Source: an optimization exercise on an open RTL-to-GDS flow (aim: small area, a short achievable clock period and few clock cycles per item). Production flows keep margins and buffers that such runs may drop. Function was checked by simulation only, so behaviour that the tests miss may differ from the original. Power figures rest on the tool's default switching activity, not on a simulated workload.

Design CHIP, start of the top module:
module CHIP(CLK, RESET, ENABLE, DATA_IN, DATA_OUT, READY);
input           CLK;
input           RESET;
input           ENABLE;
input   [7:0]   DATA_IN;
output  [7:0]   DATA_OUT;
output          READY;
reg     [7:0]   DATA_OUT;
reg             READY;
reg     [4:0]   ph;
reg             stp;         
reg             st6;         
reg     [3:0]   one, two, neg;   
reg     [3:0]   onb, twb, ngb;   
reg             lo8;         
reg             enc;         
reg             e8;          
reg             e14;         
reg             st0;         
reg             r10;         
reg             stk;         
reg             x16;         
reg             x17;         
reg             o23;         
reg             o24;         
reg     [63:0]  A;
reg     [7:0]   bb;          
reg     [3:0]   eblo;        
reg     [53:0]  S;
reg     [53:0]  C;
reg     [7:0]   S_lo;
reg     [7:0]   C_lo;
reg             rcar;
reg             sticky;
reg     [7:0]   prev;
reg             p105r;       
  ...
Size: ~1700 cells after synthesis, roughly 20 I/O pins, about 0.018 mm^2 of cells after synthesis.
Settings: LEC_CHECK=0, CAP_MARGIN=20, CORE_MARGIN=2, CORE_UTILIZATION=65, SETUP_SLACK_MARGIN=5, SLEW_MARGIN=20, SYNTH_HIERARCHICAL=1, SYNTH_MINIMUM_KEEP_SIZE=0; clock period 8.0 ns.
standard.sh (not shown) runs the stock make flow with config.mk's settings and CLKGATE_MAP_FILE= SYNTH_SCRIPT=/design/flow/synth_recipe.tcl, a recipe that flattens the netlist after the stock synthesis.
==> flow/flow/run.sh <==
#!/bin/bash
# Layout flow: the standard flow (standard.sh), unchanged for synthesis and
# floorplan/power grid, with these settings for the steps after synthesis:
#  - the delay cells (clkdlybuf4s*, dlygate4sd*, dlymetal6s*) join the platform's
#    don't-use list, so that port, fanout and repair buffers are plain buffers;
#  - timing repair may change a cell's footprint (MATCH_CELL_FOOTPRINT=0);
#  - timing repair aims 0.4 ns beyond the clock period (SETUP_SLACK_MARGIN=5.4)
#    using sizing, pin swaps, buffering and cloning;
#  - clock tree synthesis clusters up to 24 sinks within 60 um per leaf buffer
#    and inserts no dummy loads (CTS_ARGS).
# Each step's output goes to a log file in the folder the flow runs in; ORFS keeps
# its own logs under orfs/logs.
set -euo pipefail
cd "$(dirname "$0")/.."
PLATFORM_DONT_USE="sky130_fd_sc_hd__probe_p_8 sky130_fd_sc_hd__probec_p_8 sky130_fd_sc_hd__lpflow_bleeder_1 sky130_fd_sc_hd__lpflow_clkbufkapwr_1 sky130_fd_sc_hd__lpflow_clkbufkapwr_16 sky130_fd_sc_hd__lpflow_clkbufkapwr_2 sky130_fd_sc_hd__lpflow_clkbufkapwr_4 sky130_fd_sc_hd__lpflow_clkbufkapwr_8 sky130_fd_sc_hd__lpflow_clkinvkapwr_1 sky130_fd_sc_hd__lpflow_clkinvkapwr_16 sky130_fd_sc_hd__lpflow_clkinvkapwr_2 sky130_fd_sc_hd__lpflow_clkinvkapwr_4 sky130_fd_sc_hd__lpflow_clkinvkapwr_8 sky130_fd_sc_hd__lpflow_decapkapwr_12 sky130_fd_sc_hd__lpflow_decapkapwr_3 sky130_fd_sc_hd__lpflow_decapkapwr_4 sky130_fd_sc_hd__lpflow_decapkapwr_6 sky130_fd_sc_hd__lpflow_decapkapwr_8 sky130_fd_sc_hd__lpflow_inputiso0n_1 sky130_fd_sc_hd__lpflow_inputiso0p_1 sky130_fd_sc_hd__lpflow_inputiso1n_1 sky130_fd_sc_hd__lpflow_inputiso1p_1 sky130_fd_sc_hd__lpflow_inputisolatch_1 sky130_fd_sc_hd__lpflow_isobufsrc_1 sky130_fd_sc_hd__lpflow_isobufsrc_16 sky130_fd_sc_hd__lpflow_isobufsrc_2 sky130_fd_sc_hd__lpflow_isobufsrc_4 sky130_fd_sc_hd__lpflow_isobufsrc_8 sky130_fd_sc_hd__lpflow_isobufsrckapwr_16 sky130_fd_sc_hd__lpflow_lsbuf_lh_hl_isowell_tap_1 sky130_fd_sc_hd__lpflow_lsbuf_lh_hl_isowell_tap_2 sky130_fd_sc_hd__lpflow_lsbuf_lh_hl_isowell_tap_4 sky130_fd_sc_hd__lpflow_lsbuf_lh_isowell_4 sky130_fd_sc_hd__lpflow_lsbuf_lh_isowell_tap_1 sky130_fd_sc_hd__lpflow_lsbuf_lh_isowell_tap_2 sky130_fd_sc_hd__lpflow_lsbuf_lh_isowell_tap_4"
DELAY_CELLS="sky130_fd_sc_hd__clkdlybuf4s15_1 sky130_fd_sc_hd__clkdlybuf4s15_2 sky130_fd_sc_hd__clkdlybuf4s18_1 sky130_fd_sc_hd__clkdlybuf4s18_2 sky130_fd_sc_hd__clkdlybuf4s25_1 sky130_fd_sc_hd__clkdlybuf4s25_2 sky130_fd_sc_hd__clkdlybuf4s50_1 sky130_fd_sc_hd__clkdlybuf4s50_2 sky130_fd_sc_hd__dlygate4sd1_1 sky130_fd_sc_hd__dlygate4sd2_1 sky130_fd_sc_hd__dlygate4sd3_1 sky130_fd_sc_hd__dlymetal6s2s_1 sky130_fd_sc_hd__dlymetal6s4s_1 sky130_fd_sc_hd__dlymetal6s6s_1"
bash standard.sh synth > synth.log 2>&1
bash standard.sh "DONT_USE_CELLS=$PLATFORM_DONT_USE $DELAY_CELLS" MATCH_CELL_FOOTPRINT=0 \
    SETUP_SLACK_MARGIN=5.4 SETUP_MOVE_SEQUENCE=sizeup,swap,buffer,clone \
    "CTS_ARGS=-sink_clustering_enable -repair_clock_nets -dont_use_dummy_load -sink_clustering_size 24 -sink_clustering_max_diameter 60" \
    finish > layout.log 2>&1
The first run produced a clean layout.
Testbench counts at the start, summed over its fixed seeds: cycles 9,984, items 384.
Change:
--- a/flow/flow/run.sh
+++ b/flow/flow/run.sh
@@ -6,6 +6,6 @@
 #  - timing repair may change a cell's footprint (MATCH_CELL_FOOTPRINT=0);
 #  - timing repair aims 0.4 ns beyond the clock period (SETUP_SLACK_MARGIN=5.4)
-#    using sizing, pin swaps, buffering and cloning;
-#  - clock tree synthesis clusters up to 24 sinks within 60 um per leaf buffer
+#    using sizing, pin swaps and cloning only;
+#  - clock tree synthesis clusters up to 28 sinks within 70 um per leaf buffer
 #    and inserts no dummy loads (CTS_ARGS).
 # Each step's output goes to a log file in the folder the flow runs in; ORFS keeps
@@ -17,5 +17,5 @@
 bash standard.sh synth > synth.log 2>&1
 bash standard.sh "DONT_USE_CELLS=$PLATFORM_DONT_USE $DELAY_CELLS" MATCH_CELL_FOOTPRINT=0 \
-    SETUP_SLACK_MARGIN=5.4 SETUP_MOVE_SEQUENCE=sizeup,swap,buffer,clone \
-    "CTS_ARGS=-sink_clustering_enable -repair_clock_nets -dont_use_dummy_load -sink_clustering_size 24 -sink_clustering_max_diameter 60" \
+    SETUP_SLACK_MARGIN=5.4 SETUP_MOVE_SEQUENCE=sizeup,swap,clone \
+    "CTS_ARGS=-sink_clustering_enable -repair_clock_nets -dont_use_dummy_load -sink_clustering_size 28 -sink_clustering_max_diameter 70" \
     finish > layout.log 2>&1
=>
- final area falls by 2.9%
- worst hold slack gains 0.0088 ns
- synthesized area stays the same
- clock power is lower by about 10%
- routed wire length is lower by 1.7%
- die area stays the same
- combinational power falls by about 3%
- via count drops by 2.6%
Change:
--- a/flow/flow/run.sh
+++ b/flow/flow/run.sh
@@ -7,5 +7,5 @@
 #  - timing repair aims 0.4 ns beyond the clock period (SETUP_SLACK_MARGIN=5.4)
 #    using sizing, pin swaps and cloning only;
-#  - clock tree synthesis clusters up to 28 sinks within 70 um per leaf buffer
+#  - clock tree synthesis clusters up to 24 sinks within 60 um per leaf buffer
 #    and inserts no dummy loads (CTS_ARGS).
 # Each step's output goes to a log file in the folder the flow runs in; ORFS keeps
@@ -18,4 +18,4 @@
 bash standard.sh "DONT_USE_CELLS=$PLATFORM_DONT_USE $DELAY_CELLS" MATCH_CELL_FOOTPRINT=0 \
     SETUP_SLACK_MARGIN=5.4 SETUP_MOVE_SEQUENCE=sizeup,swap,clone \
-    "CTS_ARGS=-sink_clustering_enable -repair_clock_nets -dont_use_dummy_load -sink_clustering_size 28 -sink_clustering_max_diameter 70" \
+    "CTS_ARGS=-sink_clustering_enable -repair_clock_nets -dont_use_dummy_load -sink_clustering_size 24 -sink_clustering_max_diameter 60" \
     finish > layout.log 2>&1
=>
- hold slack stays flat
- cell count stays flat
- final area came out higher by 0.86%
- count of clock-buffer cells in the layout went up by 5
- worst setup slack improves by 0.033 ns
- first-iteration DRC count came out lower by 2.2%
- synthesized cell count stays the same
- routed wire length stays flat
- die area is unchanged

-- static timing again, ports no longer ideal --
Ports are ideal in the flow. The routed layouts listed here were re-timed in OpenROAD. Step 1 (the two cells are an assumption about what drives the block):
set clk [get_ports {CLK}]
set_driving_cell -lib_cell sky130_fd_sc_hd__clkbuf_16 $clk
set_driving_cell -lib_cell sky130_fd_sc_hd__buf_2 [delete_from_list [all_inputs] $clk]
Step 2 times the ports against the registers' clock, not the clock port: input delays grow and output delays shrink by t, the midpoint of the rising clock arrivals with the driver on. Three values: ideal, step 1, step 2; two values: the first two.
| run | shift t [ns] | setup slack, ns | worst hold slack (ns) | latest minus earliest clock arrival (ns) | worst data-port slew with drivers (ns) |
|---|---|---|---|---|---|
| the first run | 0.581 | 5.349 / 5.349 / 4.937 | 0.417 / 0.417 / 0.417 | 0.083 / 0.084 | 0.04 |
| the second run | 0.571 | 5.338 / 5.338 / 4.933 | 0.425 / 0.425 / 0.425 | 0.056 / 0.057 | 0.04 |
| the third run | 0.583 | 5.371 / 5.364 / 4.935 | 0.424 / 0.424 / 0.424 | 0.079 / 0.079 | 0.04 |
After both steps every run listed still meets setup and hold. For the third run, which loses most, drivers alone change the setup slack by -0.007 ns; drivers and shift together by -0.436 ns.
